Context: an optimization exercise on an open-source flow, tuned for small area. The choices shown serve that exercise and are no tape-out recipe. Only simulation tests tie the RTL to the original design; equivalence was not proved. Power and IR drop assume default switching activity.

Design ccm, start of the top module:
module ccm(
	input			clk,
	input			reset_n,
	input	[8:0]	i_ccm_1m1,	 
	input	[8:0]	i_ccm_1m2,
	input	[8:0]	i_ccm_1m3,
	input	[8:0]	i_ccm_2m1,
	input	[8:0]	i_ccm_2m2,
	input	[8:0]	i_ccm_2m3,
	input	[8:0]	i_ccm_3m1,
	input	[8:0]	i_ccm_3m2,
	input	[8:0]	i_ccm_3m3,
	input	[2:0]	i_video_syn,
	input	[23:0]	i_data,
	output	[2:0]	o_video_sync,
	output	[23:0]	o_data
);
reg		[3:0]		syn_v,syn_h,syn_d;
always @(posedge clk or negedge reset_n)
	if(~reset_n) begin
		syn_v	<=	0;
		syn_h	<=	0;
		syn_d	<=	0;
	end else begin
		syn_v	<=	{syn_v[2:0],	i_video_syn[2]};
		syn_d	<=	{syn_d[2:0],	i_video_syn[1]};
		syn_h	<=	{syn_h[2:0],	i_video_syn[0]};
	end
wire	[8:0]	t_r, t_g, t_b;
ccm_x3 u_x3_r(.x(i_data[23:16]), .t(t_r));
ccm_x3 u_x3_g(.x(i_data[15:8]), .t(t_g));
ccm_x3 u_x3_b(.x(i_data[7:0]), .t(t_b));
wire	[20:0]	cs_r, cs_g, cs_b;
ccm_tree u_tree_r(
	.x0	(i_data[23:16]), .x1 (i_data[15:8]), .x2 (i_data[7:0]),
	.t0	(t_r), .t1 (t_g), .t2 (t_b),
	.m0	(i_ccm_1m1), .m1 (i_ccm_1m2), .m2 (i_ccm_1m3),
	.cs	(cs_r)
);
ccm_tree u_tree_g(
	.x0	(i_data[23:16]), .x1 (i_data[15:8]), .x2 (i_data[7:0]),
	.t0	(t_r), .t1 (t_g), .t2 (t_b),
	.m0	(i_ccm_2m1), .m1 (i_ccm_2m2), .m2 (i_ccm_2m3),
	.cs	(cs_g)
);
ccm_tree u_tree_b(
	.x0	(i_data[23:16]), .x1 (i_data[15:8]), .x2 (i_data[7:0]),
	.t0	(t_r), .t1 (t_g), .t2 (t_b),
	.m0	(i_ccm_3m1), .m1 (i_ccm_3m2), .m2 (i_ccm_3m3),
	.cs	(cs_b)
);
reg		[20:0]	c1_r, c1_g, c1_b;
always @(posedge clk) begin
	c1_r	<=	cs_r;
	c1_g	<=	cs_g;
	c1_b	<=	cs_b;
end
wire	[7:0]	r_new, g_new, b_new;
ccm_fin u_fin_r(.cs(c1_r), .y(r_new));
ccm_fin u_fin_g(.cs(c1_g), .y(g_new));
ccm_fin u_fin_b(.cs(c1_b), .y(b_new));
reg		[23:0]	d2, d3, d4;
always @(posedge clk) begin
	d2	<=	{r_new, g_new, b_new};
	d3	<=	d2;
	d4	<=	d3;
end
assign			o_data			=	d4;
assign			o_video_sync	=	{syn_v[3],syn_d[3],syn_h[3]};
endmodule
Size: roughly 1300 cells after synthesis, ~0.016 mm² of cells after synthesis.
export LEC_CHECK = 0
export CAP_MARGIN = 20
export CELL_PAD_IN_SITES_DETAIL_PLACEMENT = 1
export CORE_MARGIN = 2
export CORE_UTILIZATION = 55
export SLEW_MARGIN = 20
export SYNTH_HIERARCHICAL = 1
export SYNTH_MINIMUM_KEEP_SIZE = 0
create_clock -name core_clock -period 7.0 [get_ports {clk}]
standard.sh (not shown) runs the stock make flow with config.mk's settings and CLKGATE_MAP_FILE= SYNTH_SCRIPT=/design/flow/synth_recipe.tcl, a recipe that flattens the netlist after the stock synthesis.
==> flow/flow/run.sh <==
#!/bin/bash
# The standard layout (the standard.sh: ORFS with the standard synthesis),
# with two changes to how the layout is made:
#  - buffer_ports puts the smallest buffer, sky130_fd_sc_hd__buf_1, on every
#    input and output port;
#  - clock tree synthesis uses sky130_fd_sc_hd__clkbuf_8 and adds no dummy
#    loads.
# make's full output goes to flow_make.log; ORFS keeps each step's log under orfs/logs.
set -euo pipefail
bash standard.sh \
  BUFFER_PORTS_ARGS="-buffer_cell sky130_fd_sc_hd__buf_1" \
  CTS_ARGS="-sink_clustering_enable -repair_clock_nets -buf_list sky130_fd_sc_hd__clkbuf_8 -dont_use_dummy_load" \
  finish > flow_make.log 2>&1
The starting point finished clean.
Next try:
CAP_MARGIN = 0   (was 20)
CORE_UTILIZATION = 40   (was 55)
SLEW_MARGIN = 0   (was 20)
Result: The changed run went through all stages and came out clean; cell area is higher slightly; clock power is lower slightly; synthesized cell count does not change; routed wire length is higher by a few percent; sequential share of layout area is lower by 0.19 points; non-clock buffer count is higher by 8; count of clock-buffer cells in the layout does not change; hold slack hardly moves; die area is higher by well over a third; sequential power hardly moves; global-route usage is lower by 11 points.

-- what the ideal ports hide --
In the flow no input, the clock included, has a driving cell. The finished layouts below were timed again as built, in two steps.
Step 1 assumes that a clkbuf_16 drives the clock port and a buf_2 every other input.
Step 2 times the ports against the registers' clock, not the clock port: input delays grow and output delays shrink by t, the midpoint of the rising clock arrivals with the driver on.
Slacks: ideal / step 1 / step 2; pairs: ideal / step 1.
run | t, ns | setup WS [ns] | hold WS [ns] | worst setup path at the end | worst register clock-pin slew, ns
the first run | 0.530 | 0.507 / 0.535 / 0.005 | 0.308 / 0.308 / 0.308 | input to register | 0.10 / 0.10
the second run | 0.556 | 0.598 / 0.605 / 0.048 | 0.311 / 0.311 / 0.311 | input to register | 0.10 / 0.10
After both steps every run listed still meets setup and hold. For the second run, which loses most, drivers alone change the setup slack by +0.007 ns; drivers and shift together by -0.550 ns.
